From an optimization exercise on the open Yosys and OpenROAD flow, aimed at small area; shortcuts taken in it are not production practice. Function was checked by simulation only, so behaviour that the tests miss may differ from the original.

## design/flow/design.v

```verilog
module rgb_to_ycrcb_converter
#(
	parameter DATAIN_WIDTH 	= 32,
	parameter DATAOUT_WIDTH = 32
)
(
	input		clk		,
	input		rst		,
	input      	[DATAIN_WIDTH-1:0]	datain	,
	input             		datain_valid	,
	output	reg		datain_ready			,
	output      	[DATAOUT_WIDTH-1:0]	dataout			,
	output  reg           		dataout_valid ,
	input				dataout_ready
);
	reg [7:0] G0;
	reg [8:0] D1;
	reg [8:0] D2;
	reg [7:0] Y2;
	reg [8:0] Q3;
	reg [8:0] Q4;
	reg v1;
	wire s0;
	rgb_x2 u1 (.a(datain[16]), .b(datain[8]), .y(s0));
	wire c2 = ~datain[16] | datain[8];
	wire s3, c4;
	rgb_fa u5 (.a(~datain[17]), .b(datain[9]), .c(c2), .s(s3), .co(c4));
	wire s6, c7;
	rgb_fa u8 (.a(datain[10]), .b(~datain[18]), .c(c4), .s(s6), .co(c7));
	wire s9, c10;
	rgb_fa u11 (.a(datain[11]), .b(~datain[19]), .c(c7), .s(s9), .co(c10));
	wire s12, c13;
	rgb_fa u14 (.a(datain[12]), .b(~datain[20]), .c(c10), .s(s12), .co(c13));
	wire s15, c16;
	rgb_fa u17 (.a(datain[13]), .b(~datain[21]), .c(c13), .s(s15), .co(c16));
	wire s18, c19;
	rgb_fa u20 (.a(datain[14]), .b(~datain[22]), .c(c16), .s(s18), .co(c19));
	wire s21, c22;
	rgb_fa u23 (.a(datain[15]), .b(~datain[23]), .c(c19), .s(s21), .co(c22));
	wire s24;
	rgb_x2 u25 (.a(datain[16]), .b(datain[24]), .y(s24));
	wire c26 = ~datain[16] | datain[24];
	wire s27, c28;
	rgb_fa u29 (.a(~datain[17]), .b(datain[25]), .c(c26), .s(s27), .co(c28));
	wire s30, c31;
	rgb_fa u32 (.a(~datain[18]), .b(datain[26]), .c(c28), .s(s30), .co(c31));
	wire s33, c34;
	rgb_fa u35 (.a(~datain[19]), .b(datain[27]), .c(c31), .s(s33), .co(c34));
	wire s36, c37;
	rgb_fa u38 (.a(~datain[20]), .b(datain[28]), .c(c34), .s(s36), .co(c37));
	wire s39, c40;
	rgb_fa u41 (.a(~datain[21]), .b(datain[29]), .c(c37), .s(s39), .co(c40));
	wire s42, c43;
	rgb_fa u44 (.a(~datain[22]), .b(datain[30]), .c(c40), .s(s42), .co(c43));
	wire s45, c46;
	rgb_fa u47 (.a(~datain[23]), .b(datain[31]), .c(c43), .s(s45), .co(c46));
	wire s48;
	rgb_x2 u49 (.a(D1[0]), .b(D1[7]), .y(s48));
	wire c50 = ~D1[0] & D1[7];
	wire s51, c52;
	rgb_fa u53 (.a(~D1[1]), .b(D1[4]), .c(D1[8]), .s(s51), .co(c52));
	wire s54, c55;
	assign c55 = c50 & s51;
	wire s57, c58;
	rgb_fa u59 (.a(D1[0]), .b(~D1[2]), .c(D1[5]), .s(s57), .co(c58));
	wire s60, c61;
	assign c61 = (c52 & s57) | (c52 & c55) | (s57 & c55);
	wire s63, c64;
	rgb_fa u65 (.a(D1[1]), .b(~D1[3]), .c(D1[6]), .s(s63), .co(c64));
	wire s66, c67;
	assign c67 = (c58 & s63) | (c58 & c61) | (s63 & c61);
	wire s69, c70;
	rgb_fa u71 (.a(D1[0]), .b(D1[2]), .c(D1[7]), .s(s69), .co(c70));
	wire s72, c73;
	rgb_fa u74 (.a(~D1[4]), .b(s69), .c(c64), .s(s72), .co(c73));
	wire s75, c76;
	assign c76 = s72 & c67;
	wire s78, c79;
	rgb_fa u80 (.a(D1[1]), .b(D1[3]), .c(D1[8]), .s(s78), .co(c79));
	wire s81, c82;
	rgb_fa u83 (.a(~D1[5]), .b(c70), .c(s78), .s(s81), .co(c82));
	wire s84, c85;
	rgb_fa u86 (.a(c73), .b(s81), .c(c76), .s(s84), .co(c85));
	wire s87;
	rgb_x2 u88 (.a(D2[0]), .b(D2[3]), .y(s87));
	wire c89 = ~D2[0] | D2[3];
	wire s90, c91;
	rgb_fa u92 (.a(~D2[1]), .b(D2[3]), .c(D2[6]), .s(s90), .co(c91));
	wire s93, c94;
	rgb_fa u95 (.a(D2[7]), .b(c89), .c(s90), .s(s93), .co(c94));
	wire s96, c97;
	rgb_fa u98 (.a(~D2[2]), .b(D2[4]), .c(D2[7]), .s(s96), .co(c97));
	wire s99, c100;
	rgb_fa u101 (.a(D2[8]), .b(c91), .c(s96), .s(s99), .co(c100));
	wire s102, c103;
	rgb_fa u104 (.a(c94), .b(s93), .c(s99), .s(s102), .co(c103));
	wire s105, c106;
	rgb_fa u107 (.a(D2[0]), .b(D2[5]), .c(D2[8]), .s(s105), .co(c106));
	wire s108, c109;
	rgb_fa u110 (.a(~D2[3]), .b(s105), .c(c97), .s(s108), .co(c109));
	wire s111, c112;
	rgb_fa u113 (.a(c100), .b(s108), .c(c103), .s(s111), .co(c112));
	wire s114, c115;
	assign c115 = s102 & s111;
	wire s117, c118;
	rgb_fa u119 (.a(D2[1]), .b(~D2[4]), .c(D2[6]), .s(s117), .co(c118));
	wire s120, c121;
	rgb_fa u122 (.a(c106), .b(s117), .c(c109), .s(s120), .co(c121));
	wire s123, c124;
	rgb_fa u125 (.a(s120), .b(c112), .c(c115), .s(s123), .co(c124));
	wire s126, c127;
	rgb_fa u128 (.a(D2[2]), .b(~D2[5]), .c(D2[7]), .s(s126), .co(c127));
	wire s129, c130;
	rgb_fa u131 (.a(c118), .b(s126), .c(c121), .s(s129), .co(c130));
	wire s132, c133;
	rgb_fa u134 (.a(s129), .b(c124), .c(s123), .s(s132), .co(c133));
	wire s135, c136;
	rgb_fa u137 (.a(D1[2]), .b(D1[4]), .c(D2[3]), .s(s135), .co(c136));
	wire s138, c139;
	rgb_fa u140 (.a(D1[6]), .b(D2[6]), .c(~D2[8]), .s(s138), .co(c139));
	wire s141, c142;
	rgb_fa u143 (.a(c79), .b(s135), .c(c127), .s(s141), .co(c142));
	wire s144, c145;
	rgb_fa u146 (.a(~s138), .b(c82), .c(s141), .s(s144), .co(c145));
	wire s147, c148;
	rgb_fa u149 (.a(s144), .b(c130), .c(c85), .s(s147), .co(c148));
	wire s150, c151;
	rgb_fa u152 (.a(s84), .b(s147), .c(c133), .s(s150), .co(c151));
	wire s153;
	rgb_x2 u154 (.a(s132), .b(s150), .y(s153));
	wire c155 = s132 | s150;
	wire s156, c157;
	rgb_fa u158 (.a(D1[3]), .b(D1[5]), .c(D2[4]), .s(s156), .co(c157));
	wire s159, c160;
	rgb_fa u161 (.a(D1[7]), .b(D2[7]), .c(c139), .s(s159), .co(c160));
	wire s162, c163;
	rgb_fa u164 (.a(c136), .b(s156), .c(c142), .s(s162), .co(c163));
	wire s165, c166;
	rgb_fa u167 (.a(~s159), .b(s162), .c(c145), .s(s165), .co(c166));
	wire s168, c169;
	rgb_fa u170 (.a(s165), .b(c148), .c(c151), .s(s168), .co(c169));
	wire s171, c172;
	rgb_ha u173 (.a(c155), .b(s168), .s(s171), .co(c172));
	wire s174, c175;
	rgb_fa u176 (.a(D1[4]), .b(D1[6]), .c(D2[5]), .s(s174), .co(c175));
	wire s177, c178;
	rgb_fa u179 (.a(~D1[8]), .b(~D2[8]), .c(c157), .s(s177), .co(c178));
	wire s180, c181;
	rgb_fa u182 (.a(s174), .b(~c160), .c(s177), .s(s180), .co(c181));
	wire s183, c184;
	rgb_fa u185 (.a(c163), .b(s180), .c(c166), .s(s183), .co(c184));
	wire s186, c187;
	rgb_fa u188 (.a(s183), .b(c169), .c(c172), .s(s186), .co(c187));
	wire s189, c190;
	rgb_fa u191 (.a(D1[5]), .b(D1[7]), .c(D2[6]), .s(s189), .co(c190));
	wire s192, c193;
	rgb_fa u194 (.a(c175), .b(s189), .c(c178), .s(s192), .co(c193));
	wire s195, c196;
	rgb_fa u197 (.a(c181), .b(s192), .c(c184), .s(s195), .co(c196));
	wire s198, c199;
	rgb_fa u200 (.a(s195), .b(c187), .c(s186), .s(s198), .co(c199));
	wire s201, c202;
	rgb_fa u203 (.a(D1[6]), .b(D1[8]), .c(D2[7]), .s(s201), .co(c202));
	wire s204, c205;
	rgb_fa u206 (.a(c190), .b(s201), .c(c193), .s(s204), .co(c205));
	wire s207, c208;
	rgb_fa u209 (.a(s204), .b(c196), .c(c199), .s(s207), .co(c208));
	wire s210, c211;
	rgb_fa u212 (.a(D1[7]), .b(D2[8]), .c(c202), .s(s210), .co(c211));
	wire s213, c214;
	rgb_fa u215 (.a(s210), .b(c205), .c(c208), .s(s213), .co(c214));
	wire s216, c217;
	rgb_fa u218 (.a(D1[8]), .b(c211), .c(c214), .s(s216), .co(c217));
	wire s219;
	rgb_x2 u220 (.a(G0[0]), .b(s153), .y(s219));
	wire c221 = G0[0] & ~s153;
	wire s222, c223;
	rgb_fa u224 (.a(G0[1]), .b(c221), .c(s171), .s(s222), .co(c223));
	wire s225, c226;
	rgb_fa u227 (.a(G0[2]), .b(c223), .c(~s186), .s(s225), .co(c226));
	wire s228, c229;
	rgb_fa u230 (.a(G0[3]), .b(s198), .c(c226), .s(s228), .co(c229));
	wire s231, c232;
	rgb_fa u233 (.a(G0[4]), .b(s207), .c(c229), .s(s231), .co(c232));
	wire s234, c235;
	rgb_fa u236 (.a(G0[5]), .b(s213), .c(c232), .s(s234), .co(c235));
	wire s237, c238;
	rgb_fa u239 (.a(G0[6]), .b(s216), .c(c235), .s(s237), .co(c238));
	wire s240, c241;
	rgb_fa u242 (.a(G0[7]), .b(~c217), .c(c238), .s(s240), .co(c241));
	wire s243 = c217 ^ c241;
	wire s244;
	rgb_x2 u245 (.a(D1[0]), .b(s153), .y(s244));
	wire c246 = D1[0] | s153;
	wire s247, c248;
	rgb_fa u249 (.a(D1[1]), .b(c246), .c(~s171), .s(s247), .co(c248));
	wire s250, c251;
	rgb_fa u252 (.a(D1[2]), .b(s186), .c(c248), .s(s250), .co(c251));
	wire s253, c254;
	rgb_fa u255 (.a(D1[3]), .b(~s198), .c(c251), .s(s253), .co(c254));
	wire s256, c257;
	rgb_fa u258 (.a(D1[4]), .b(~s207), .c(c254), .s(s256), .co(c257));
	wire s259, c260;
	rgb_fa u261 (.a(D1[5]), .b(~s213), .c(c257), .s(s259), .co(c260));
	wire s262, c263;
	rgb_fa u264 (.a(D1[6]), .b(~s216), .c(c260), .s(s262), .co(c263));
	wire s265, c266;
	rgb_fa u267 (.a(D1[7]), .b(c217), .c(c263), .s(s265), .co(c266));
	wire s268 = D1[8] ^ c217 ^ c266;
	wire s269 = ~s268 ^ ~s243;
	wire s270, c271;
	rgb_ha u272 (.a(D2[0]), .b(s153), .s(s270), .co(c271));
	wire s273, c274;
	rgb_fa u275 (.a(D2[1]), .b(c271), .c(~s171), .s(s273), .co(c274));
	wire s276, c277;
	rgb_fa u278 (.a(D2[2]), .b(s186), .c(c274), .s(s276), .co(c277));
	wire s279, c280;
	rgb_fa u281 (.a(D2[3]), .b(~s198), .c(c277), .s(s279), .co(c280));
	wire s282, c283;
	rgb_fa u284 (.a(D2[4]), .b(~s207), .c(c280), .s(s282), .co(c283));
	wire s285, c286;
	rgb_fa u287 (.a(D2[5]), .b(~s213), .c(c283), .s(s285), .co(c286));
	wire s288, c289;
	rgb_fa u290 (.a(D2[6]), .b(~s216), .c(c286), .s(s288), .co(c289));
	wire s291, c292;
	rgb_fa u293 (.a(D2[7]), .b(c217), .c(c289), .s(s291), .co(c292));
	wire s294 = D2[8] ^ c217 ^ c292;
	wire s295 = ~s294 ^ ~s243;
	wire s296, c297;
	assign c297 = (Q3[4] & Q3[6]) | (Q3[4] & Q3[8]) | (Q3[6] & Q3[8]);
	wire s299, c300;
	rgb_fa u301 (.a(Q3[3]), .b(Q3[6]), .c(c297), .s(s299), .co(c300));
	wire s302, c303;
	rgb_fa u304 (.a(Q3[4]), .b(Q3[7]), .c(~Q3[8]), .s(s302), .co(c303));
	wire s305, c306;
	rgb_fa u307 (.a(s302), .b(c300), .c(s299), .s(s305), .co(c306));
	wire s308, c309;
	rgb_fa u310 (.a(Q3[5]), .b(~Q3[8]), .c(c303), .s(s308), .co(c309));
	wire s311, c312;
	assign c312 = (s308 & c306) | (s308 & s305) | (c306 & s305);
	wire s314, c315;
	rgb_fa u316 (.a(Q3[0]), .b(Q3[6]), .c(c309), .s(s314), .co(c315));
	wire s317, c318;
	assign c318 = s314 & c312;
	wire s320, c321;
	rgb_fa u322 (.a(~Q3[1]), .b(Q3[7]), .c(c315), .s(s320), .co(c321));
	wire s323, c324;
	assign c324 = s320 & c318;
	wire s326, c327;
	rgb_fa u328 (.a(Q3[2]), .b(Q3[8]), .c(~c321), .s(s326), .co(c327));
	wire s329;
	rgb_x2 u330 (.a(c324), .b(s326), .y(s329));
	wire c331 = c324 | ~s326;
	wire s332, c333;
	rgb_fa u334 (.a(Q3[0]), .b(Q3[3]), .c(c327), .s(s332), .co(c333));
	wire s335;
	rgb_x2 u336 (.a(c331), .b(s332), .y(s335));
	wire c337 = c331 | ~s332;
	wire s338, c339;
	rgb_fa u340 (.a(~Q3[1]), .b(Q3[4]), .c(c333), .s(s338), .co(c339));
	wire s341;
	rgb_x2 u342 (.a(c337), .b(s338), .y(s341));
	wire c343 = c337 | ~s338;
	wire s344, c345;
	rgb_fa u346 (.a(~Q3[2]), .b(Q3[5]), .c(c339), .s(s344), .co(c345));
	wire s347;
	rgb_x2 u348 (.a(c343), .b(s344), .y(s347));
	wire c349 = c343 | ~s344;
	wire s350, c351;
	rgb_fa u352 (.a(~Q3[3]), .b(Q3[6]), .c(c345), .s(s350), .co(c351));
	wire s353;
	rgb_x2 u354 (.a(c349), .b(s350), .y(s353));
	wire c355 = c349 | ~s350;
	wire s356, c357;
	rgb_fa u358 (.a(~Q3[4]), .b(Q3[7]), .c(c351), .s(s356), .co(c357));
	wire s359;
	rgb_x2 u360 (.a(c355), .b(s356), .y(s359));
	wire c361 = c355 | ~s356;
	wire s362, c363;
	rgb_fa u364 (.a(Q3[5]), .b(Q3[8]), .c(c361), .s(s362), .co(c363));
	wire s365;
	rgb_x2 u366 (.a(c357), .b(s362), .y(s365));
	wire c367 = ~c357 & s362;
	wire s368, c369;
	rgb_fa u370 (.a(Q3[6]), .b(c363), .c(c367), .s(s368), .co(c369));
	wire s371 = Q3[7] ^ c369 ^ s368;
	wire s372;
	rgb_x2 u373 (.a(Q4[0]), .b(Q4[8]), .y(s372));
	wire c374 = ~Q4[0] & ~Q4[8];
	wire s375, c376;
	assign c376 = (Q4[1] & Q4[7]) | (Q4[1] & ~c374) | (Q4[7] & ~c374);
	wire s378, c379;
	rgb_fa u380 (.a(Q4[2]), .b(~Q4[8]), .c(c376), .s(s378), .co(c379));
	wire s381, c382;
	rgb_fa u383 (.a(Q4[3]), .b(c379), .c(s378), .s(s381), .co(c382));
	wire s384, c385;
	rgb_fa u386 (.a(Q4[4]), .b(c382), .c(s381), .s(s384), .co(c385));
	wire s387, c388;
	rgb_fa u389 (.a(Q4[5]), .b(c385), .c(s384), .s(s387), .co(c388));
	wire s390, c391;
	rgb_fa u392 (.a(~Q4[0]), .b(Q4[6]), .c(c388), .s(s390), .co(c391));
	wire s393;
	rgb_x2 u394 (.a(s387), .b(s390), .y(s393));
	wire c395 = ~s387 & ~s390;
	wire s396, c397;
	rgb_fa u398 (.a(~Q4[1]), .b(Q4[7]), .c(c391), .s(s396), .co(c397));
	wire s399;
	rgb_x2 u400 (.a(c395), .b(s396), .y(s399));
	wire c401 = c395 & ~s396;
	wire s402, c403;
	rgb_fa u404 (.a(Q4[2]), .b(Q4[8]), .c(c401), .s(s402), .co(c403));
	wire s405;
	rgb_x2 u406 (.a(c397), .b(s402), .y(s405));
	wire c407 = ~c397 | s402;
	wire s408, c409;
	rgb_fa u410 (.a(Q4[3]), .b(c403), .c(c407), .s(s408), .co(c409));
	wire s411, c412;
	rgb_fa u413 (.a(Q4[4]), .b(c409), .c(s408), .s(s411), .co(c412));
	wire s414, c415;
	rgb_fa u416 (.a(Q4[5]), .b(c412), .c(s411), .s(s414), .co(c415));
	wire s417, c418;
	rgb_fa u419 (.a(Q4[6]), .b(c415), .c(s414), .s(s417), .co(c418));
	wire s420, c421;
	rgb_fa u422 (.a(Q4[7]), .b(c418), .c(s417), .s(s420), .co(c421));
	wire s423 = Q4[8] ^ c421 ^ s420;
	always @(posedge clk) begin
		G0 <= {datain[23], datain[22], datain[21], datain[20], datain[19], datain[18], datain[17], datain[16]};
		D1 <= {c22, s21, s18, s15, s12, s9, s6, s3, s0};
		D2 <= {c46, s45, s42, s39, s36, s33, s30, s27, s24};
		Y2 <= {s240, s237, s234, s231, s228, s225, s222, s219};
		Q3 <= {s269, s265, s262, s259, s256, s253, s250, s247, s244};
		Q4 <= {s295, s291, s288, s285, s282, s279, s276, s273, s270};
		if (rst) begin
			datain_ready <= 1'b0; v1 <= 1'b0; dataout_valid <= 1'b0;
		end else begin
			datain_ready <= dataout_ready; v1 <= datain_valid; dataout_valid <= v1;
		end
	end
	assign dataout = {Y2 ^ 8'b00000001, {s371, s368, s365, s359, s353, s347, s341, s335} ^ 8'b01100000, {s423, s420, s417, s414, s411, s408, s405, s399} ^ 8'b01111101, 8'h00};
endmodule
module rgb_fa (input a, input b, input c, output s, output co);
	assign s = a ^ b ^ c;
	assign co = (a & b) | (a & c) | (b & c);
endmodule
module rgb_x2 (input a, input b, output y);
	assign y = a ^ b;
endmodule
module rgb_ha (input a, input b, output s, output co);
	assign s = a ^ b;
	assign co = a & b;
endmodule
```

## design/flow/flow/run.sh

```bash
#!/bin/bash
set -euo pipefail
export BUFFER_PORTS_ARGS="-buffer_cell sky130_fd_sc_hd__buf_1"
export REMOVE_ABC_BUFFERS=1
export CTS_ARGS="-sink_clustering_enable -repair_clock_nets -dont_use_dummy_load -sink_clustering_size 30 -sink_clustering_max_diameter 150"
bash standard.sh finish > standard_flow.log 2>&1
```

## design/flow/standard.sh

```bash
#!/bin/bash
# synth_recipe.tcl (not shown) runs the flow's synth.tcl, then flattens the netlist and writes it again
# the make line also repeats each setting of config.mk as NAME=value (left out here)
make -C /OpenROAD-flow-scripts/flow DESIGN_CONFIG=/design/flow/config.mk WORK_HOME=/design/flow/orfs CLKGATE_MAP_FILE= SYNTH_SCRIPT=/design/flow/synth_recipe.tcl "${@:-finish}"
```

## design/flow/config.mk

```make
export PLATFORM = sky130hd
export DESIGN_NAME = rgb_to_ycrcb_converter
export DESIGN_NICKNAME = rgb_to_ycrcb_converter
export VERILOG_FILES = /design/flow/design.v
export SDC_FILE = /design/flow/constraint.sdc
export NUM_CORES = 4
export LEC_CHECK = 0
export CAP_MARGIN = 20
export CORE_MARGIN = 2
export CORE_UTILIZATION = 40
export GPL_TIMING_DRIVEN = 0
export SLEW_MARGIN = 20
export SYNTH_HIERARCHICAL = 1
```

## design/flow/constraint.sdc

```tcl
create_clock -name core_clock -period 10.0 [get_ports {clk}]
set_input_delay 2.0000 -clock core_clock [delete_from_list [all_inputs] [get_ports {clk}]]
set_output_delay 2.0000 -clock core_clock [all_outputs]
set_load 0.01 [all_outputs]
```

==> results_dict.tcl, run 1 <==
set metrics [dict create \
    arrival_ps 7430 \
    cts.path.max_buffers 2 \
    ys_types 26 \
    ys_ff_latch 55 \
    period_needed_ps 9430 \
    drive_above_1_share 0.0239 \
    clk_latency_ps 300 \
    num-fill-cells 959 \
    rsz0062_at_grt "false" \
    first_pass_iters 4 \
    cts_htree_levels 2 \
    end_kind "primary output" \
    cts_buffers 5 \
    setup-tns-final_ps 0 \
    dp_hpwl_mm 5.57 \
    portBuffers 53 \
    cts_resized 0 \
    fmax_mhz 106 \
    outcome "timing/DRC/antenna clean" \
    synth_edf_count 0 \
    required_ps 8000 \
    gp_congestion 0.804 \
    drv_slew 0 \
    fp.dieW_um 105 \
    postRouteAntennaNets 0 \
    cts_tree "built" \
    r2r_start "D2[1]$_DFF_P_" \
    hp-class "reg -> reg" \
    crit-reg2reg-capture "Q3[8]$_DFF_P_" \
    start_util 0.414 \
    synth_common_cells "109 x fa_1, 55 x dfxtp_1, 51 x inv_1, 23 x buf_4, 13 x xor2_1" \
    synth.most_common_cell "fa_1" \
    yosys.area.top_type "fa_1" \
    track_usage 0.129 \
    clkSlewWorstSetupHoldPaths_ps 90 \
    setup_viol 0 \
    num_antenna_cells 0 \
    finalCritPeriodShare 0.943 \
    ioPinCount 70 \
    hold_path_depth 1 \
    std_cell_rows 36 \
    maxCapViolCount 0 \
    grt_start_max_net_pins 16 \
    die_h_um 105 \
    hold_violations 0 \
    nets 484 \
    synth_area_um2 4070 \
    layout.cells.non_filler 468 \
    detail_route.drc_violations 0 \
    skew_ps 5.61 \
    max_slew_margin 0.638 \
    startpoint_type "register" \
    yosys_warnings 7 \
    synth_cells 293 \
    min-delay-start "G0[0]$_DFF_P_" \
    grt.overflow.total 0 \
    async_flop_share 0 \
    ys_seq_area_frac 0.271 \
    clock_sink_count 55 \
    dr_total_vias 2024 \
    yosys_most_used_dff "dfxtp_1" \
    first_global_vias 2337 \
    placedCellCount 463 \
    ff2ff_path_depth 21 \
    tightest_slew_ps 540 \
    area_growth_pct 7.08 \
    crit_path_max_fanout 4 \
    holdPathEnd "Y2[0]$_DFF_P_" \
    grt_antenna_before_repair 0 \
    avgViaCountPerCell 4.32 \
    dieArea_um2 11000 \
    critPathLaunch "Q4[8]$_DFF_P_" \
    syn_avg_cell_area_um2 13.9 \
    reg2reg_slack_ps 1750 \
    critPathKind "reg -> out" \
    wirelength_mm 6.17 \
    grt_pass1_wl_mm 11.1 \
    synth_top_area_frac 0.537 \
    cts_setup_buffers 0 \
    hold_buffers 0 \
    cts_root_buffer "clkbuf_8" \
    first_iter_violations 62 \
    synthTopCellsByArea "fa_1 54%, dfxtp_1 27%, inv_1 4.7%, buf_4 4.2%, xor2_1 2.8%" \
    core-area_um2 9820 \
    avgRoutedWirePerCell_um 13.2 \
]
==> cell usage in the layout, fill, tap and decap left out, drive strengths merged <==
cell    Yosys  final
fa        109    109
dfxtp      55     55
buf        23     53
inv        51     51
xor2       13     13
xnor2       8      8
conb        1      8
nand2       7      7
nor2b       5      5
clkbuf      0      5
nand2b      3      3
a31oi       2      2
ha          2      2
or2         2      2
maj3        2      2
and2        1      1
nor2        1      1
nor3        1      1
and3b       1      1
o221ai      1      1
o211ai      1      1
a311oi      1      1
nand3       1      1
nand4       1      1
o22ai       1      1
==> Yosys stat by module (local to each module, per instance) <==
module                  cells inside  copies in the design  area, um^2
rgb_to_ycrcb_converter           169                     1        1750
rgb_fa                             1                   109        20.0
rgb_ha                             1                     2        12.5
rgb_x2                             1                    13        8.76
==> area by class of cell <==
class	instances	area, um^2	area share
repair buffers	53	199	0.0457
well taps	133	166	0.0382
clock buffers	5	68.8	0.0158
multi-input cells	171	2630	0.603
inverters	51	191	0.0440
flip-flops and latches	55	1100	0.253
==> worst max-delay path, stage by stage, from the launching register on <==
cell,delay (ps)
dfxtp_1,380
o22ai_1,180
nand2_1,80
fa_1,450
fa_1,510
fa_1,430
fa_1,410
fa_1,400
fa_1,470
nor3_1,190
fa_1,470
nand2b_1,180
fa_1,470
fa_1,540
fa_1,460
fa_1,540
fa_1,460
xnor2_1,210
xnor2_1,140
buf_1,170
==> logic make-up after synthesis <==
kind of cell | synth area share
other | 0.000922
buffers and inverters | 0.0895
XOR/XNOR | 0.0452
AND/OR/NAND/NOR | 0.0305
AO/OA/AOI/OAI | 0.0151
adder cells (fa/ha/maj) | 0.548
flip-flops | 0.271
==> worst max-delay path by stage <==
stage,endpoint,slack [ps],depth (start not counted)
finish,dataout[15],570,19
global route,dataout[15],240,19
CTS,dataout[15],500,19
detailed placement,dataout[15],860,19
global placement,dataout[15],910,19
floorplan,dataout[15],1290,18
==> stage by stage <==
stage	instance area, um^2	setup WS (ps)	util	hold WS [ps]
final	4350	573	0.443	442
after global routing	4350	240	0.443	466
after CTS	4350	495	0.443	445
after detailed placement	4290	864	0.436	429
after global placement	4290	908	0.436	424
after floorplan	3920	1290	-	414
==> flip-flops by register name (all words and copies together) (netlist names) <==
name and cells:
Y2 8, v1 1, Q3 9, D2 9
D1 9, G0 8, Q4 9, datain_ready 1
dataout_valid 1
==> metal layers <==
| layer | global-route usage | vias to the layer above | share of wire |
|---|---|---|---|
| li1 | - | 904 | - |
| met1 | 0.159 | 1065 | 0.41 |
| met2 | 0.239 | 53 | 0.54 |
| met3 | 0.0206 | 2 | 0.038 |
| met4 | 0.0257 | 0 | 0.0036 |
| met5 | 0 | - | 0 |
==> inputs of run 2 (changes only) <==
==> design/flow/flow/run.sh (replaced) <==
#!/bin/bash
set -euo pipefail
export BUFFER_PORTS_ARGS="-buffer_cell sky130_fd_sc_hd__buf_1"
export REMOVE_ABC_BUFFERS=1
export CTS_ARGS="-sink_clustering_enable -repair_clock_nets -dont_use_dummy_load"
bash standard.sh finish > standard_flow.log 2>&1
==> run 2 against run 1 <==
Setup slack unchanged. Core utilization unchanged. Clock skew unchanged. First-iteration DRC count unchanged. Synthesized cell count unchanged. Still clean. Count of clock-buffer cells in the layout unchanged. Critical path depth unchanged. Sequential share of layout area unchanged. Synthesized area unchanged. Wire length unchanged.
==> results_dict.tcl, run 2 <==
set metrics [dict create \
    outcome "timing/DRC/antenna clean" \
    avgRoutedWirePerCell_um 13.2 \
    layout_commonest_cell "fa_1" \
    clk_latency_ps 300 \
    ys_types 26 \
    clkSlewWorstSetupHoldPaths_ps 90 \
    yosys_warnings 7 \
    synth_top_area_frac 0.537 \
    cts_tree "built" \
    crit_path_max_fanout 4 \
    first_global_vias 2337 \
    clock_sink_count 55 \
    cts_buffers 5 \
    crit-reg2reg-capture "Q3[8]$_DFF_P_" \
    arrival_ps 7430 \
    area_growth_pct 7.08 \
    skew_ps 5.61 \
    required_ps 8000 \
    start_util 0.414 \
    synth_cells 293 \
    critPathSlowestCell "fa_1" \
    hold_violations 0 \
    setup_viol 0 \
    mostFrequentLayoutCells "109 x fa_1, 55 x dfxtp_1, 53 x buf_1, 51 x inv_1, 13 x xor2_1" \
    track_usage 0.129 \
    reg2reg_slack_ps 1750 \
    async_flop_share 0 \
    postRouteAntennaNets 0 \
    synth_edf_count 0 \
    num_antenna_cells 0 \
    muxShareOfSynthArea 0 \
    synth_xor_xnor_area_share 0.0452 \
    path_cells "o22ai_1, nand2_1, fa_1, fa_1, fa_1, fa_1, fa_1, fa_1, nor3_1, fa_1, nand2b_1, fa_1, fa_1, fa_1, fa_1, fa_1, xnor2_1, xnor2_1, buf_1" \
    startpoint_type "register" \
    die_h_um 105 \
    core-area_um2 9820 \
    fmax_mhz 106 \
    detail_route.drc_violations 0 \
    finalCritPeriodShare 0.943 \
    max_slew_margin 0.638 \
    dieArea_um2 11000 \
    nets 484 \
    synth_top_family_by_area "adder cells" \
    num-fill-cells 959 \
    drv_slew 0 \
    hold_buffers 0 \
    wirelength_mm 6.17 \
    yosys.area_share.simple 0.0305 \
    drive_above_1_share 0.0239 \
    slowest_delay_ps 540 \
    maxCapViolCount 0 \
    yosys.area_share.adder 0.548 \
    first_pass_iters 4 \
    dr_total_vias 2024 \
    rsz0062_at_grt "false" \
    cts.path.max_buffers 2 \
    setup-tns-final_ps 0 \
    placedCellCount 463 \
    yosys_most_used_dff "dfxtp_1" \
    portBuffers 53 \
    synth_common_cells "109 x fa_1, 55 x dfxtp_1, 51 x inv_1, 23 x buf_4, 13 x xor2_1" \
    end_kind "primary output" \
    layout.cells.non_filler 468 \
    synth.most_common_cell "fa_1" \
    cts_root_buffer "clkbuf_8" \
    hp-class "reg -> reg" \
    syn_avg_cell_area_um2 13.9 \
    critPathLaunch "Q4[8]$_DFF_P_" \
    cts_resized 0 \
    ff2ff_path_depth 21 \
    grt_pass1_wl_mm 11.1 \
    ioPinCount 70 \
    avgViaCountPerCell 4.32 \
    grt_antenna_before_repair 0 \
    cpMostUsedCell "fa_1" \
    cts_htree_levels 2 \
    hold_slack_ps 442 \
    cts_setup_buffers 0 \
    critPathKind "reg -> out" \
    grt.overflow.total 0 \
    tightest_slew_ps 540 \
    first_iter_violations 62 \
    fp.dieW_um 105 \
    grt_start_max_net_pins 16 \
    synth_compound_area_frac 0.0151 \
    gp_congestion 0.804 \
    dp_hpwl_mm 5.57 \
    period_needed_ps 9430 \
    ys_seq_area_frac 0.271 \
    crit_path_end "dataout[15]" \
    synth_area_um2 4070 \
    r2r_start "D2[1]$_DFF_P_" \
    ys_ff_latch 55 \
    synthTopCellsByArea "fa_1 54%, dfxtp_1 27%, inv_1 4.7%, buf_4 4.2%, xor2_1 2.8%" \
    yosys.area.top_type "fa_1" \
    std_cell_rows 36 \
]
## run 2: cell counts after synthesis
Identical to the previous run, type by type.
## run 2: cell families after synthesis
| kind of cell | count (synthesis) |
|---|---|
| XOR/XNOR | 21 |
| adder cells (fa/ha/maj) | 113 |
| AND/OR/NAND/NOR | 23 |
| flip-flops | 55 |
| other | 1 |
| buffers and inverters | 74 |
| AO/OA/AOI/OAI | 6 |
## run 2: modules after synthesis (local to each module, per instance)
module | times used | flip-flops and latches | cells inside
rgb_fa | 109 | 0 | 1
rgb_ha | 2 | 0 | 1
rgb_to_ycrcb_converter | 1 | 55 | 169
rgb_x2 | 13 | 0 | 1
## run 2: cell type report
class | count | area, um^2 | share of cell area
multi-input cells | 171 | 2630 | 0.603
inverters | 51 | 191 | 0.0440
well taps | 133 | 166 | 0.0382
repair buffers | 53 | 199 | 0.0457
clock buffers | 5 | 68.8 | 0.0158
flip-flops and latches | 55 | 1100 | 0.253
## run 2: routing by layer
layer	part of all wire	routed length (um)	GRT usage
met1	0.41	2550	0.159
met2	0.54	3350	0.239
met3	0.038	237	0.0206
met4	0.0036	22	0.0257
met5	0	0	0
## run 2: worst min-delay path by stage
stage / startpoint / slack, ps / cells after the start / to
after floorplan: v1$_SDFF_PP0_ / 410 / 1 / dataout_valid$_SDFF_PP0_
after global placement: v1$_SDFF_PP0_ / 420 / 1 / dataout_valid$_SDFF_PP0_
after detailed placement: G0[0]$_DFF_P_ / 430 / 1 / Y2[0]$_DFF_P_
after CTS: G0[0]$_DFF_P_ / 450 / 1 / Y2[0]$_DFF_P_
after global routing: G0[0]$_DFF_P_ / 470 / 1 / Y2[0]$_DFF_P_
final: G0[0]$_DFF_P_ / 440 / 1 / Y2[0]$_DFF_P_
## run 2: metrics by stage
step | setup slack, ps | util | cell area [um^2]
finish | 573 | 0.443 | 4350
floorplan | 1290 | - | 3920
CTS | 495 | 0.443 | 4350
detailed placement | 864 | 0.436 | 4290
global route | 240 | 0.443 | 4350
global placement | 908 | 0.436 | 4290
## run 2: critical path, delay by kind of cell, from the launching register on
kind                       cells  cell delay [ps]
and+or+nand+nor                3              450
buffers and inverters          1              170
adders and majority gates     12             5610
AOI/OAI and AO/OA              1              180
xor gates and xnor gates       2              350
DFF                            1              380
==> inputs of run 3 (changes only) <==
--- a/design/flow/flow/run.sh
+++ b/design/flow/flow/run.sh
@@ -4,2 +4,3 @@
 export REMOVE_ABC_BUFFERS=1
+export SKIP_REPAIR_TIE_FANOUT=1
 export CTS_ARGS="-sink_clustering_enable -repair_clock_nets -dont_use_dummy_load"
==> run 3 against run 2 <==
Global-route usage grew 0.17 points. Final cell count shrank 1.5%. Register-to-register slack lost 30 ps. Critical path type unchanged.
==> results_dict.tcl, run 3 <==
set metrics [dict create \
    outcome "timing/DRC/antenna clean" \
    first_global_vias 2412 \
    synth.most_common_cell "fa_1" \
    cts_root_buffer "clkbuf_8" \
    nets 477 \
    clock_sink_count 55 \
    maxCapViolCount 0 \
    hold_slack_ps 444 \
    cts_resized 0 \
    synth_area_um2 4070 \
    hold_buffers 0 \
    synth_cells 293 \
    grt.overflow.total 0 \
    crit_path_max_fanout 4 \
    ff2ff_path_depth 19 \
    layout.cells.non_filler 461 \
    synth_common_cells "109 x fa_1, 55 x dfxtp_1, 51 x inv_1, 23 x buf_4, 13 x xor2_1" \
    synth_edf_count 0 \
    critPathLaunch "Q4[7]$_DFF_P_" \
    startpoint_type "register" \
    finalCritPeriodShare 0.943 \
    skew_ps 10.7 \
    crit_path_end "dataout[15]" \
    placedCellCount 456 \
    core-area_um2 9820 \
    syn_avg_cell_area_um2 13.9 \
    postRouteAntennaNets 0 \
    crit_family "adder cells" \
    portBuffers 53 \
    dr_total_vias 2022 \
    fp.dieW_um 105 \
    layout_commonest_cell "fa_1" \
    first_iter_violations 83 \
    rsz0062_at_grt "false" \
    cpMostUsedCell "fa_1" \
    r2r_start "D2[7]$_DFF_P_" \
    critPathKind "reg -> out" \
    cp.depth 19 \
    first_pass_iters 4 \
    ioPinCount 70 \
    dieArea_um2 11000 \
    synth_top_area_frac 0.537 \
    crit-reg2reg-capture "Q3[8]$_DFF_P_" \
    path_cells "o22ai_1, nand2_1, fa_1, fa_1, fa_1, fa_1, fa_1, fa_1, nor3_1, fa_1, nand2b_1, fa_1, fa_1, fa_1, fa_1, fa_1, xnor2_1, xnor2_1, buf_1" \
    drv_slew 0 \
    avgRoutedWirePerCell_um 13.8 \
    arrival_ps 7430 \
    cts_buffers 5 \
    hold_violations 0 \
    placed_area_um2 4260 \
    ys_seq_area_frac 0.271 \
    detail_route.drc_violations 0 \
    die_h_um 105 \
    dp_hpwl_mm 5.68 \
    gp_congestion 0.799 \
    end_kind "primary output" \
    min-delay-start "G0[0]$_DFF_P_" \
    track_usage 0.131 \
    avgViaCountPerCell 4.39 \
    clkSlewWorstSetupHoldPaths_ps 90 \
    ys_types 26 \
    hp-class "reg -> reg" \
    cts_setup_buffers 0 \
    max_slew_margin 0.648 \
    tightest_slew_ps 526 \
    wirelength_mm 6.38 \
    critPathSlowestCell "fa_1" \
    required_ps 8000 \
    num_antenna_cells 0 \
    fin_area_um2 4330 \
    grt_pass1_wl_mm 11.2 \
    cts_htree_levels 2 \
    clk_latency_ps 310 \
    std_cell_rows 36 \
    ys_ff_latch 55 \
    yosys_warnings 7 \
    mostFrequentLayoutCells "109 x fa_1, 55 x dfxtp_1, 53 x buf_1, 51 x inv_1, 13 x xor2_1" \
    area_growth_pct 6.43 \
    yosys_most_used_dff "dfxtp_1" \
    setup_viol 0 \
    drive_above_1_share 0.0244 \
    yosys.area.top_type "fa_1" \
    period_needed_ps 9430 \
    cts.path.max_buffers 2 \
    critPathBufInv 1 \
    fmax_mhz 106 \
    grt_antenna_before_repair 0 \
    synthTopCellsByArea "fa_1 54%, dfxtp_1 27%, inv_1 4.7%, buf_4 4.2%, xor2_1 2.8%" \
    async_flop_share 0 \
    slowest_delay_ps 550 \
    setup-tns-final_ps 0 \
    reg2reg_slack_ps 1720 \
    cts_tree "built" \
    start_util 0.414 \
    grt_start_max_net_pins 16 \
]
run 3: layer usage:
metal  wire length [um]  vias up  part of all wire  track usage
li1                   -      902                 -            -
met1               2560     1074              0.40        0.156
met2               3550       41              0.56        0.248
met3                210        5             0.033       0.0193
met4                 53        0            0.0083       0.0286
met5                  0        -                 0            0
run 3: cell type report:
class | instances | area, um^2
fillers | 966 | 5490
multi-input cells | 164 | 2600
flip-flops and latches | 55 | 1100
repair buffers | 53 | 199
inverters | 51 | 191
well taps | 133 | 166
clock buffers | 5 | 68.8
run 3: kinds of logic after synthesis:
logic type | after synthesis | synth area share
AOI/OAI and AO/OA | 6 | 0.0151
xor gates and xnor gates | 21 | 0.0452
adders and majority gates | 113 | 0.548
buffers and inverters | 74 | 0.0895
DFF | 55 | 0.271
other | 1 | 0.000922
and+or+nand+nor | 23 | 0.0305
run 3: worst min-delay path by stage:
| stage | cells past startpoint | slack [ps] | endpoint |
|---|---|---|---|
| after floorplan | 1 | 410 | dataout_valid$_SDFF_PP0_ |
| after global placement | 1 | 420 | dataout_valid$_SDFF_PP0_ |
| after detailed placement | 1 | 440 | Y2[0]$_DFF_P_ |
| after CTS | 1 | 450 | Y2[0]$_DFF_P_ |
| after global routing | 1 | 470 | Y2[0]$_DFF_P_ |
| final | 1 | 440 | Y2[0]$_DFF_P_ |
run 3: metrics by stage:
stage	util	worst slack, ps
global placement	0.434	913
floorplan	-	1290
detailed placement	0.434	883
finish	0.441	569
global route	0.441	234
CTS	0.441	482
run 3: modules after synthesis (local to each module, per instance):
module,copies in the design,flip-flops and latches
rgb_x2,13,0
rgb_fa,109,0
rgb_ha,2,0
rgb_to_ycrcb_converter,1,55
==> inputs of run 4 (changes only) <==
--- a/design/flow/flow/run.sh
+++ b/design/flow/flow/run.sh
@@ -5,2 +5,3 @@
 export SKIP_REPAIR_TIE_FANOUT=1
+export RECOVER_POWER=100
 export CTS_ARGS="-sink_clustering_enable -repair_clock_nets -dont_use_dummy_load"
==> run 4 against run 3 <==
Worst hold slack is essentially flat. Die area is the same. Global-route usage did not move. Sequential share of layout area up 0.10 points. Synthesized cell count did not move. Via count fell by 0.15%. Count of clock-buffer cells in the layout unchanged. Sequential cell count unchanged. Wire length hardly changed. Fmax unchanged. Setup slack about the same.
==> results_dict.tcl, run 4 <==
set metrics [dict create \
    crit_path_max_fanout 4 \
    end_kind "primary output" \
    startpoint_type "register" \
    async_flop_share 0 \
    yosys.area.top_type "fa_1" \
    avgViaCountPerCell 4.38 \
    cts.path.max_buffers 2 \
    dr_total_vias 2019 \
    critPathKind "reg -> out" \
    cts_root_buffer "clkbuf_8" \
    slowest_delay_ps 550 \
    tightest_slew_ps 526 \
    dieArea_um2 11000 \
    fmax_mhz 106 \
    hold_buffers 0 \
    synth_top_area_frac 0.537 \
    layout_commonest_cell "fa_1" \
    drv_slew 0 \
    fp.dieW_um 105 \
    hold_violations 0 \
    synth_common_cells "109 x fa_1, 55 x dfxtp_1, 51 x inv_1, 23 x buf_4, 13 x xor2_1" \
    yosys_warnings 7 \
    crit_family "adder cells" \
    synth_cells 293 \
    drive_above_1_share 0.0213 \
    yosys.area_share.adder 0.548 \
    finalCritPeriodShare 0.943 \
    cts_htree_levels 2 \
    critPathBufInv 1 \
    grt_use_met2 0.248 \
    dp_hpwl_mm 5.68 \
    ys_seq_area_frac 0.271 \
    synth_xor_xnor_area_share 0.0452 \
    grt_antenna_before_repair 0 \
    core-area_um2 9820 \
    cts_setup_buffers 0 \
    grt_start_max_net_pins 16 \
    rsz0062_at_grt "false" \
    cts_resized 0 \
    synth_area_um2 4070 \
    max_slew_margin 0.648 \
    hp-class "reg -> reg" \
    first_global_vias 2412 \
    yosys_most_used_dff "dfxtp_1" \
    yosys.area_share.simple 0.0305 \
    cts_buffers 5 \
    synthTopCellsByArea "fa_1 54%, dfxtp_1 27%, inv_1 4.7%, buf_4 4.2%, xor2_1 2.8%" \
    clk_latency_ps 310 \
    arrival_ps 7430 \
    mostFrequentLayoutCells "109 x fa_1, 55 x dfxtp_1, 52 x buf_1, 51 x inv_1, 13 x xor2_1" \
    period_needed_ps 9430 \
    cts_tree "built" \
    die_h_um 105 \
    portBuffers 53 \
    final_util 0.439 \
    path_cells "o22ai_1, nand2_1, fa_1, fa_1, fa_1, fa_1, fa_1, fa_1, nor3_1, fa_1, nand2b_1, fa_1, fa_1, fa_1, fa_1, fa_1, xnor2_1, xnor2_1, buf_1" \
    postRouteAntennaNets 0 \
    avgRoutedWirePerCell_um 13.8 \
    ys_ff_latch 55 \
    clock_sink_count 55 \
    setup_viol 0 \
    use_met3 0.0193 \
    globalRouteMet1Util 0.156 \
    wirelength_mm 6.37 \
    cpMostUsedCell "fa_1" \
    ioPinCount 70 \
    synth_compound_area_frac 0.0151 \
    synth_edf_count 0 \
    detail_route.drc_violations 0 \
    track_usage 0.131 \
    required_ps 8000 \
    first_pass_iters 4 \
    start_util 0.414 \
    critPathSlowestCell "fa_1" \
    syn_avg_cell_area_um2 13.9 \
    outcome "timing/DRC/antenna clean" \
    std_cell_rows 36 \
    maxCapViolCount 0 \
    muxShareOfSynthArea 0 \
    area_growth_pct 6.00 \
    grt.overflow.total 0 \
    synth_top_family_by_area "adder cells" \
    first_iter_violations 61 \
    setup-tns-final_ps 0 \
    nets 477 \
    grt_most_used_layer "met2" \
    num_antenna_cells 0 \
    synth.most_common_cell "fa_1" \
    ys_types 26 \
    num-fill-cells 968 \
    skew_ps 10.5 \
    clkSlewWorstSetupHoldPaths_ps 90 \
    gp_congestion 0.799 \
    grt_pass1_wl_mm 11.2 \
]
==> run 4: cell count changes in the layout (fill, tap and decap cells not counted), sizes merged <==
cell / delta
buf: -1
clkbuf: +1
==> run 4: cells by family (layout without fill, tap and decap cells) <==
kind of cell	count (synthesis)	in the layout
AOI/OAI and AO/OA	6	6
xor gates and xnor gates	21	21
adders and majority gates	113	113
buffers and inverters	74	109
DFF	55	55
other	1	1
and+or+nand+nor	23	23
==> run 4: worst register-to-register path, cell delays in order, from the launching register on <==
cell	delay (ps)
dfxtp_1	600
fa_1	510
fa_1	470
fa_1	400
fa_1	480
and2_0	140
fa_1	430
fa_1	390
fa_1	390
fa_1	450
ha_1	220
fa_1	690
fa_1	550
fa_1	440
fa_1	410
fa_1	390
fa_1	410
fa_1	440
xnor2_1	210
xnor2_1	180
==> run 4: area by class of cell <==
type / instances / area [um^2] / share of cell area
timing repair buffer: 53 / 199 / 0.0462
inverter: 51 / 191 / 0.0444
tap: 133 / 166 / 0.0386
multi-input combinational: 164 / 2580 / 0.599
sequential: 55 / 1100 / 0.255
clock buffer: 5 / 68.8 / 0.0160
==> run 4: modules after synthesis, one instance, submodules excluded <==
module / times used / cell area [um^2] / flip-flops and latches
rgb_fa: 109 / 20.0 / 0
rgb_x2: 13 / 8.76 / 0
rgb_to_ycrcb_converter: 1 / 1750 / 55
rgb_ha: 2 / 12.5 / 0
==> run 4: worst paths after layout <==
| path | start | end | slack (ps) | cells after the start |
|---|---|---|---|---|
| worst max register to register | D2[7]$_DFF_P_ | Q3[8]$_DFF_P_ | 1710 | 19 |
| worst min-delay path | G0[0]$_DFF_P_ | Y2[0]$_DFF_P_ | 440 | 1 |
| worst max-delay path | Q4[7]$_DFF_P_ | dataout[15] | 570 | 19 |
| worst min register to register | G0[0]$_DFF_P_ | Y2[0]$_DFF_P_ | 440 | 1 |
==> run 4: routing by layer <==
layer	wire, um	part of all wire
met5	0	0
met4	53	0.0083
met3	202	0.032
met2	3560	0.56
met1	2560	0.40
==> run 4: stage by stage <==
stage,area [um^2],setup WS [ps],hold slack [ps],instances
global route,4310,234,467,461
floorplan,3890,1290,414,270
finish,4310,569,444,461
detailed placement,4260,883,436,456
CTS,4330,482,450,461
global placement,4260,913,424,456
==> inputs of run 5 (changes only) <==
--- a/design/flow/config.mk
+++ b/design/flow/config.mk
@@ -9,3 +9,3 @@
 export CORE_MARGIN = 2
-export CORE_UTILIZATION = 40
+export CORE_UTILIZATION = 65
 export GPL_TIMING_DRIVEN = 0
==> run 5 against run 4 <==
Die area is 37% lower. Wire length is 7.1% lower. Worst hold slack worse by 3.3 ps. Final cell count is 13% lower. Clock skew is 9.4 ps higher. Largest cell class unchanged. Sequential cell count stayed put. Cell area is 1.3% lower. Still clean. Setup slack better by 45 ps. Critical path depth stayed put.
==> results_dict.tcl, run 5 <==
set metrics [dict create \
    synth_common_cells "109 x fa_1, 55 x dfxtp_1, 51 x inv_1, 23 x buf_4, 13 x xor2_1" \
    finalCritPeriodShare 0.939 \
    startpoint_type "register" \
    arrival_ps 7390 \
    hp-class "reg -> reg" \
    std_cell_rows 28 \
    ioPinCount 70 \
    hold_path_depth 1 \
    ys_seq_area_frac 0.271 \
    cts_setup_buffers 0 \
    first_pass_iters 4 \
    track_usage 0.198 \
    first_global_vias 2310 \
    setup_viol 0 \
    dr_total_vias 2004 \
    dp_hpwl_mm 5.30 \
    outcome "timing/DRC/antenna clean" \
    synthTopCellsByArea "fa_1 54%, dfxtp_1 27%, inv_1 4.7%, buf_4 4.2%, xor2_1 2.8%" \
    core-area_um2 5990 \
    cts_buffers 5 \
    grt_pass1_wl_mm 10.7 \
    mostFrequentLayoutCells "109 x fa_1, 55 x dfxtp_1, 52 x buf_1, 51 x inv_1, 13 x xor2_1" \
    yosys_most_used_dff "dfxtp_1" \
    synth_cells 293 \
    setup-tns-final_ps 0 \
    cts_root_buffer "clkbuf_8" \
    ys_types 26 \
    grt_start_max_net_pins 17 \
    ys_ff_latch 55 \
    num_antenna_cells 0 \
    yosys.area.top_type "fa_1" \
    detail_route.drc_violations 0 \
    synth.most_common_cell "fa_1" \
    avgViaCountPerCell 4.97 \
    clock_sink_count 55 \
    synth_area_um2 4070 \
    dieArea_um2 6900 \
    start_util 0.679 \
    fmax_mhz 107 \
    cts_resized 0 \
    cts_htree_levels 2 \
    skew_ps 20.0 \
    area_growth_pct 4.65 \
    hold_violations 0 \
    synth_top_area_frac 0.537 \
    avgRoutedWirePerCell_um 14.7 \
    yosys_warnings 7 \
    drv_slew 0 \
    crit_path_max_fanout 4 \
    nets 477 \
    die_h_um 83.1 \
    synth_edf_count 0 \
    critPathKind "reg -> out" \
    cts.path.max_buffers 2 \
    cts_tree "built" \
    final_util 0.710 \
    fp.dieW_um 83.1 \
    syn_avg_cell_area_um2 13.9 \
    grt_antenna_before_repair 0 \
    async_flop_share 0 \
    wirelength_mm 5.92 \
    period_needed_ps 9390 \
    clk_latency_ps 300 \
    drive_above_1_share 0.0244 \
    postRouteAntennaNets 0 \
    end_kind "primary output" \
    maxCapViolCount 0 \
    grt.overflow.total 0 \
    portBuffers 53 \
    layout_commonest_cell "fa_1" \
    first_iter_violations 59 \
    gp_congestion 0.860 \
    required_ps 8000 \
    ff2ff_path_depth 20 \
    clkSlewWorstSetupHoldPaths_ps 80 \
    hold_buffers 0 \
    rsz0062_at_grt "false" \
]
run 5: cell count changes in the layout (fill, tap and decap cells not counted):
cell and delta:
a311oi_4 +1, a311oi_1 -1
run 5: metrics by stage:
step	hold WS [ps]	std cells	worst slack (ps)	cell area, um^2
after floorplan	414	270	1290	3890
after global placement	419	398	953	4190
after detailed placement	430	398	903	4190
after CTS	443	403	557	4260
after global routing	475	403	346	4260
final	441	403	615	4260
run 5: cells by family (layout without fill, tap and decap cells):
kind of cell             Yosys count  after routing  share of synthesized area
flip-flops                        55             55                      0.271
adder cells (fa/ha/maj)          113            113                      0.548
XOR/XNOR                          21             21                     0.0452
AO/OA/AOI/OAI                      6              6                     0.0151
AND/OR/NAND/NOR                   23             23                     0.0305
other                              1              1                   0.000922
buffers and inverters             74            109                     0.0895
run 5: final cells by class:
class	count	area [um^2]
multi-input combinational	164	2600
fill	455	1740
sequential	55	1100
timing repair buffer	53	199
inverter	51	191
tap	75	93.8
clock buffer	5	68.8
run 5: per-layer routing:
metal,share of wire,GRT usage,up-vias
met2,0.55,0.358,54
met1,0.40,0.257,1035
met4,0.011,0.0373,0
met3,0.039,0.0328,7
met5,0,0,-
li1,-,-,908
run 5: per-module statistics from Yosys, one instance, submodules excluded:
module                  cells  cell area [um^2]
rgb_x2                      1              8.76
rgb_ha                      1              12.5
rgb_fa                      1              20.0
rgb_to_ycrcb_converter    169              1750
run 5: worst paths after layout:
path / slack, ps / end / from
setup / recovery: 610 / dataout[15] / Q4[8]$_DFF_P_
hold / removal: 440 / Y2[0]$_DFF_P_ / G0[0]$_DFF_P_
setup reg to reg: 1700 / Q3[8]$_DFF_P_ / D2[7]$_DFF_P_
hold reg to reg: 440 / Y2[0]$_DFF_P_ / G0[0]$_DFF_P_
run 5: worst max-delay path, stage by stage (launching register included):
cell and delay, ps:
dfxtp_1 370, o22ai_1 160, nand2_1 100, fa_1 450, fa_1 510, fa_1 430, fa_1 390, fa_1 400
fa_1 480, nor3_1 200, fa_1 470, nand2b_1 170, fa_1 470, fa_1 540, fa_1 460, fa_1 540
fa_1 450, xnor2_1 200, xnor2_1 130, buf_1 160
==> inputs of run 6 (changes only) <==
==> design/flow/flow/run.sh (replaced) <==
#!/bin/bash
set -euo pipefail
export BUFFER_PORTS_ARGS="-buffer_cell sky130_fd_sc_hd__buf_1"
export REMOVE_ABC_BUFFERS=1
export SKIP_REPAIR_TIE_FANOUT=1
export RECOVER_POWER=100
export CTS_ARGS="-sink_clustering_enable -repair_clock_nets -dont_use_dummy_load -buf_list sky130_fd_sc_hd__clkbuf_4 -root_buf sky130_fd_sc_hd__clkbuf_8 -sink_clustering_size 10"
bash standard.sh finish > standard_flow.log 2>&1
--- a/design/flow/config.mk
+++ b/design/flow/config.mk
@@ -9,3 +9,3 @@
 export CORE_MARGIN = 2
-export CORE_UTILIZATION = 65
+export CORE_UTILIZATION = 40
 export GPL_TIMING_DRIVEN = 0
==> run 6 against run 5 <==
Fmax is 0.48% lower. Largest cell class unchanged.
==> results_dict.tcl, run 6 <==
set metrics [dict create \
    outcome "timing/DRC/antenna clean" \
    synthTopCellsByArea "fa_1 54%, dfxtp_1 27%, inv_1 4.7%, buf_4 4.2%, xor2_1 2.8%" \
    postRouteAntennaNets 0 \
    slowest_delay_ps 550 \
    grt_antenna_before_repair 0 \
    skew_ps 10.5 \
    ys_ff_latch 55 \
    required_ps 8000 \
    async_flop_share 0 \
    synth_common_cells "109 x fa_1, 55 x dfxtp_1, 51 x inv_1, 23 x buf_4, 13 x xor2_1" \
    reg2reg_slack_ps 1710 \
    rsz0062_at_grt "false" \
    die_h_um 105 \
    drv_slew 0 \
    cts_resized 0 \
    num_antenna_cells 0 \
    dr_total_vias 2019 \
    regArea_um2 1100 \
    fp.dieW_um 105 \
    mostFrequentLayoutCells "109 x fa_1, 55 x dfxtp_1, 52 x buf_1, 51 x inv_1, 13 x xor2_1" \
    portBuffers 53 \
    cts_root_buffer "clkbuf_8" \
    synth_edf_count 0 \
    grt.overflow.total 0 \
    grt_pass1_wl_mm 11.2 \
    layout_commonest_cell "fa_1" \
    cts_setup_buffers 0 \
    cts_htree_levels 2 \
    yosys.area.top_type "fa_1" \
    critPathSlowestCell "fa_1" \
    synth_area_um2 4070 \
    max_slew_margin 0.648 \
    track_usage 0.131 \
    yosys_most_used_dff "dfxtp_1" \
    multi_input_area_um2 2580 \
    synth.most_common_cell "fa_1" \
    dieArea_um2 11000 \
    crit_path_max_fanout 4 \
    gp_congestion 0.799 \
    grt_start_max_net_pins 16 \
    std_cell_rows 36 \
    hold_buffers 0 \
    hp-class "reg -> reg" \
    ys_types 26 \
    fmax_mhz 106 \
    dp_hpwl_mm 5.68 \
    end_kind "primary output" \
    clkSlewWorstSetupHoldPaths_ps 90 \
    avgViaCountPerCell 4.38 \
    syn_avg_cell_area_um2 13.9 \
    hold_violations 0 \
    avgRoutedWirePerCell_um 13.8 \
    setup-tns-final_ps 0 \
    setup_viol 0 \
    yosys_warnings 7 \
    area_growth_pct 6.00 \
    critPathKind "reg -> out" \
    cts_tree "built" \
    ys_seq_area_frac 0.271 \
    synth_top_area_frac 0.537 \
    first_iter_violations 61 \
    first_pass_iters 4 \
    ioPinCount 70 \
    wirelength_mm 6.37 \
    tightest_slew_ps 526 \
    synth_cells 293 \
    first_global_vias 2412 \
    nets 477 \
    clock_sink_count 55 \
    detail_route.drc_violations 0 \
    num-fill-cells 968 \
    clk_latency_ps 310 \
    start_util 0.414 \
    path_cells "o22ai_1, nand2_1, fa_1, fa_1, fa_1, fa_1, fa_1, fa_1, nor3_1, fa_1, nand2b_1, fa_1, fa_1, fa_1, fa_1, fa_1, xnor2_1, xnor2_1, buf_1" \
    maxCapViolCount 0 \
    startpoint_type "register" \
    core-area_um2 9820 \
    drive_above_1_share 0.0213 \
    cts.path.max_buffers 2 \
    period_needed_ps 9430 \
    finalCritPeriodShare 0.943 \
    cpMostUsedCell "fa_1" \
    cts_buffers 5 \
    crit_family "adder cells" \
    critPathBufInv 1 \
    arrival_ps 7430 \
]
[run 6: cell counts after synthesis]
Identical to the previous run, type by type.
[run 6: per-module statistics from Yosys, one instance, submodules excluded]
module                  cells inside  times used  area [um^2]
rgb_fa                             1         109         20.0
rgb_to_ycrcb_converter           169           1         1750
rgb_x2                             1          13         8.76
rgb_ha                             1           2         12.5
[run 6: final timing paths]
check,from,end,cells past startpoint
min,G0[0]$_DFF_P_,Y2[0]$_DFF_P_,1
max,Q4[7]$_DFF_P_,dataout[15],19
max reg2reg,D2[7]$_DFF_P_,Q3[8]$_DFF_P_,19
min reg2reg,G0[0]$_DFF_P_,Y2[0]$_DFF_P_,1
[run 6: cell type report]
cell class | count | share of cell area
Clock buffer | 5 | 0.0160
Inverter | 51 | 0.0444
Multi-Input combinational cell | 164 | 0.599
Sequential cell | 55 | 0.255
Tap cell | 133 | 0.0386
Timing Repair Buffer | 53 | 0.0462
[run 6: kinds of logic (layout without fill, tap and decap cells)]
family	Yosys count	count (layout)	share of synthesized area
xor gates and xnor gates	21	21	0.0452
and+or+nand+nor	23	23	0.0305
adders and majority gates	113	113	0.548
buffers and inverters	74	109	0.0895
other	1	1	0.000922
DFF	55	55	0.271
AOI/OAI and AO/OA	6	6	0.0151
[run 6: routing by layer]
metal | vias up | GRT usage | wire length [um]
met3 | 5 | 0.0193 | 202
met4 | 0 | 0.0286 | 53
met1 | 1073 | 0.156 | 2560
met2 | 39 | 0.248 | 3560
met5 | - | 0 | 0
li1 | 902 | - | -
[run 6: metrics by stage]
stage               worst slack (ps)  hold WS, ps  utilization  std cells  instance area, um^2
floorplan                       1290          414            -        270                 3890
global placement                 913          424        0.434        456                 4260
detailed placement               883          436        0.434        456                 4260
CTS                              482          450        0.441        461                 4330
global route                     234          467        0.439        461                 4310
finish                           569          444        0.439        461                 4310
==> inputs of run 7 (changes only) <==
==> design/flow/flow/run.sh (replaced) <==
#!/bin/bash
set -euo pipefail
export BUFFER_PORTS_ARGS="-buffer_cell sky130_fd_sc_hd__buf_1"
export REMOVE_ABC_BUFFERS=1
export SKIP_REPAIR_TIE_FANOUT=1
export RECOVER_POWER=100
export CTS_ARGS="-sink_clustering_enable -repair_clock_nets -dont_use_dummy_load -buf_list sky130_fd_sc_hd__clkbuf_16 -root_buf sky130_fd_sc_hd__clkbuf_16 -sink_clustering_size 60 -sink_clustering_max_diameter 500"
bash standard.sh finish > standard_flow.log 2>&1
==> run 7 against run 6 <==
Critical path depth is the same. Sequential cell count is the same. Worst hold slack lost 3.3 ps.
==> results_dict.tcl, run 7 <==
set metrics [dict create \
    fmax_mhz 106 \
    portBuffers 53 \
    die_h_um 105 \
    hp-class "reg -> reg" \
    first_global_vias 2407 \
    synth_area_um2 4070 \
    maxCapViolCount 0 \
    placedCellCount 456 \
    clock_sink_count 55 \
    gp_congestion 0.799 \
    ioPinCount 70 \
    grt_antenna_before_repair 0 \
    start_util 0.414 \
    cts_tree "built" \
    ys_types 26 \
    layout_commonest_cell "fa_1" \
    first_iter_violations 58 \
    setup-tns-final_ps 0 \
    critPathSlowestCell "fa_1" \
    syn_avg_cell_area_um2 13.9 \
    postRouteAntennaNets 0 \
    setup_viol 0 \
    grt.overflow.total 0 \
    core-area_um2 9820 \
    yosys_most_used_dff "dfxtp_1" \
    synth_edf_count 0 \
    synth_cells 293 \
    cts_root_buffer "clkbuf_16" \
    synthTopCellsByArea "fa_1 54%, dfxtp_1 27%, inv_1 4.7%, buf_4 4.2%, xor2_1 2.8%" \
    ys_seq_area_frac 0.271 \
    yosys.area.top_type "fa_1" \
    reg2reg_slack_ps 1710 \
    synth_top_area_frac 0.537 \
    ys_ff_latch 55 \
    cpMostUsedCell "fa_1" \
    outcome "timing/DRC/antenna clean" \
    drive_above_1_share 0.0213 \
    layout.cells.non_filler 461 \
    arrival_ps 7400 \
    drv_slew 0 \
    hold_buffers 0 \
    num_antenna_cells 0 \
    cts.path.max_buffers 2 \
    dieArea_um2 11000 \
    crit_path_max_fanout 4 \
    slowest_delay_ps 550 \
    first_pass_iters 4 \
    clk_latency_ps 290 \
    grt_pass1_wl_mm 11.3 \
    grt_start_max_net_pins 16 \
    period_needed_ps 9400 \
    std_cell_rows 36 \
    mostFrequentLayoutCells "109 x fa_1, 55 x dfxtp_1, 52 x buf_1, 51 x inv_1, 13 x xor2_1" \
    yosys_warnings 7 \
    dr_total_vias 2027 \
    synth_common_cells "109 x fa_1, 55 x dfxtp_1, 51 x inv_1, 23 x buf_4, 13 x xor2_1" \
    end_kind "primary output" \
    async_flop_share 0 \
    detail_route.drc_violations 0 \
    cts_htree_levels 2 \
    hold_violations 0 \
    path_cells "o22ai_1, nand2_1, fa_1, fa_1, fa_1, fa_1, fa_1, fa_1, nor3_1, fa_1, nand2b_1, fa_1, fa_1, fa_1, fa_1, fa_1, xnor2_1, xnor2_1, buf_1" \
    track_usage 0.132 \
    finalCritPeriodShare 0.940 \
    skew_ps 7.14 \
    clkSlewWorstSetupHoldPaths_ps 60 \
    critPathKind "reg -> out" \
    required_ps 8000 \
    cts_resized 0 \
    cts_buffers 5 \
    cts_setup_buffers 0 \
    startpoint_type "register" \
    nets 477 \
    synth.most_common_cell "fa_1" \
    dp_hpwl_mm 5.68 \
    avgViaCountPerCell 4.40 \
    rsz0062_at_grt "false" \
    max_slew_margin 0.648 \
    area_growth_pct 7.38 \
    avgRoutedWirePerCell_um 13.9 \
    fp.dieW_um 105 \
    tightest_slew_ps 526 \
    wirelength_mm 6.39 \
]
-- run 7: cell counts after synthesis --
Identical to the previous run, type by type.
-- run 7: worst paths after layout --
path                      start       endpoint  depth (start not counted)
setup / recovery  Q4[7]$_DFF_P_    dataout[15]                         19
hold / removal    G0[0]$_DFF_P_  Y2[0]$_DFF_P_                          1
setup reg to reg  D2[7]$_DFF_P_  Q3[8]$_DFF_P_                         20
hold reg to reg   G0[0]$_DFF_P_  Y2[0]$_DFF_P_                          1
-- run 7: area by class of cell --
| type | instances | area [um^2] |
|---|---|---|
| Fill cell | 963 | 5450 |
| Multi-Input combinational cell | 164 | 2580 |
| Sequential cell | 55 | 1100 |
| Timing Repair Buffer | 53 | 199 |
| Inverter | 51 | 191 |
| Tap cell | 133 | 166 |
| Clock buffer | 5 | 125 |
-- run 7: per-layer routing --
metal / GRT usage / vias to the layer above / wire [um]
met3: 0.0175 / 7 / 220
met4: 0.0390 / 0 / 81
met5: 0 / - / 0
met2: 0.249 / 41 / 3540
met1: 0.157 / 1077 / 2550
li1: - / 902 / -
-- run 7: stage by stage --
stage | util | hold slack (ps) | setup slack [ps] | cell area, um^2
after CTS | 0.446 | 447 | 515 | 4380
after global routing | 0.445 | 464 | 271 | 4370
after floorplan | - | 414 | 1290 | 3890
after detailed placement | 0.434 | 436 | 883 | 4260
final | 0.445 | 441 | 601 | 4370
after global placement | 0.434 | 424 | 913 | 4260
-- run 7: Yosys stat by module, one instance, submodules excluded --
| module | flip-flops and latches | cells |
|---|---|---|
| rgb_x2 | 0 | 1 |
| rgb_fa | 0 | 1 |
| rgb_to_ycrcb_converter | 55 | 169 |
| rgb_ha | 0 | 1 |
-- run 7: kinds of logic (layout without fill, tap and decap cells) --
| group | Yosys count | count (layout) | share of synthesized area |
|---|---|---|---|
| AO/OA/AOI/OAI | 6 | 6 | 0.0151 |
| XOR/XNOR | 21 | 21 | 0.0452 |
| adder cells (fa/ha/maj) | 113 | 113 | 0.548 |
| buffers and inverters | 74 | 109 | 0.0895 |
| flip-flops | 55 | 55 | 0.271 |
| other | 1 | 1 | 0.000922 |
| AND/OR/NAND/NOR | 23 | 23 | 0.0305 |
-- run 7: worst max-delay path: cells and delay by family, from the launching register on --
| family | cells | cell delay (ps) |
|---|---|---|
| flops | 1 | 450 |
| simple gates | 3 | 450 |
| compound gates | 1 | 100 |
| xor+xnor | 2 | 340 |
| fa+ha+maj | 12 | 5600 |
| buf+inv | 1 | 170 |

## port drivers added, routing unchanged
No port has a modelled driver above. Below, the same layouts with a new extraction and two added sets of constraints. Step 1, drivers: a clkbuf_16 drives clk and a buf_2 each remaining input, both assumed. Step 2 times the ports against the registers' clock, not the clock port: input delays grow and output delays shrink by t, the midpoint of the rising clock arrivals with the driver on. a / b / c = ideal / step 1 / step 2; a / b = the first two.
run | t, ns | setup WS [ns] | worst setup path at the end | clock arrival spread, ns | worst register clock-pin slew, ns
run 1 | 0.324 | 0.573 / 0.547 / 0.871 | register to output | 0.006 / 0.006 | 0.09 / 0.09
run 2 | 0.324 | 0.573 / 0.547 / 0.871 | register to output | 0.006 / 0.006 | 0.09 / 0.09
run 3 | 0.328 | 0.569 / 0.543 / 0.871 | register to output | 0.011 / 0.011 | 0.09 / 0.09
run 4 | 0.328 | 0.569 / 0.543 / 0.871 | register to output | 0.010 / 0.011 | 0.09 / 0.09
run 5 | 0.320 | 0.615 / 0.588 / 0.908 | register to output | 0.020 / 0.020 | 0.10 / 0.10
run 6 | 0.328 | 0.569 / 0.543 / 0.871 | register to output | 0.010 / 0.011 | 0.09 / 0.09
run 7 | 0.317 | 0.601 / 0.567 / 0.884 | register to output | 0.008 / 0.008 | 0.07 / 0.07
After both steps every run listed still meets setup and hold.
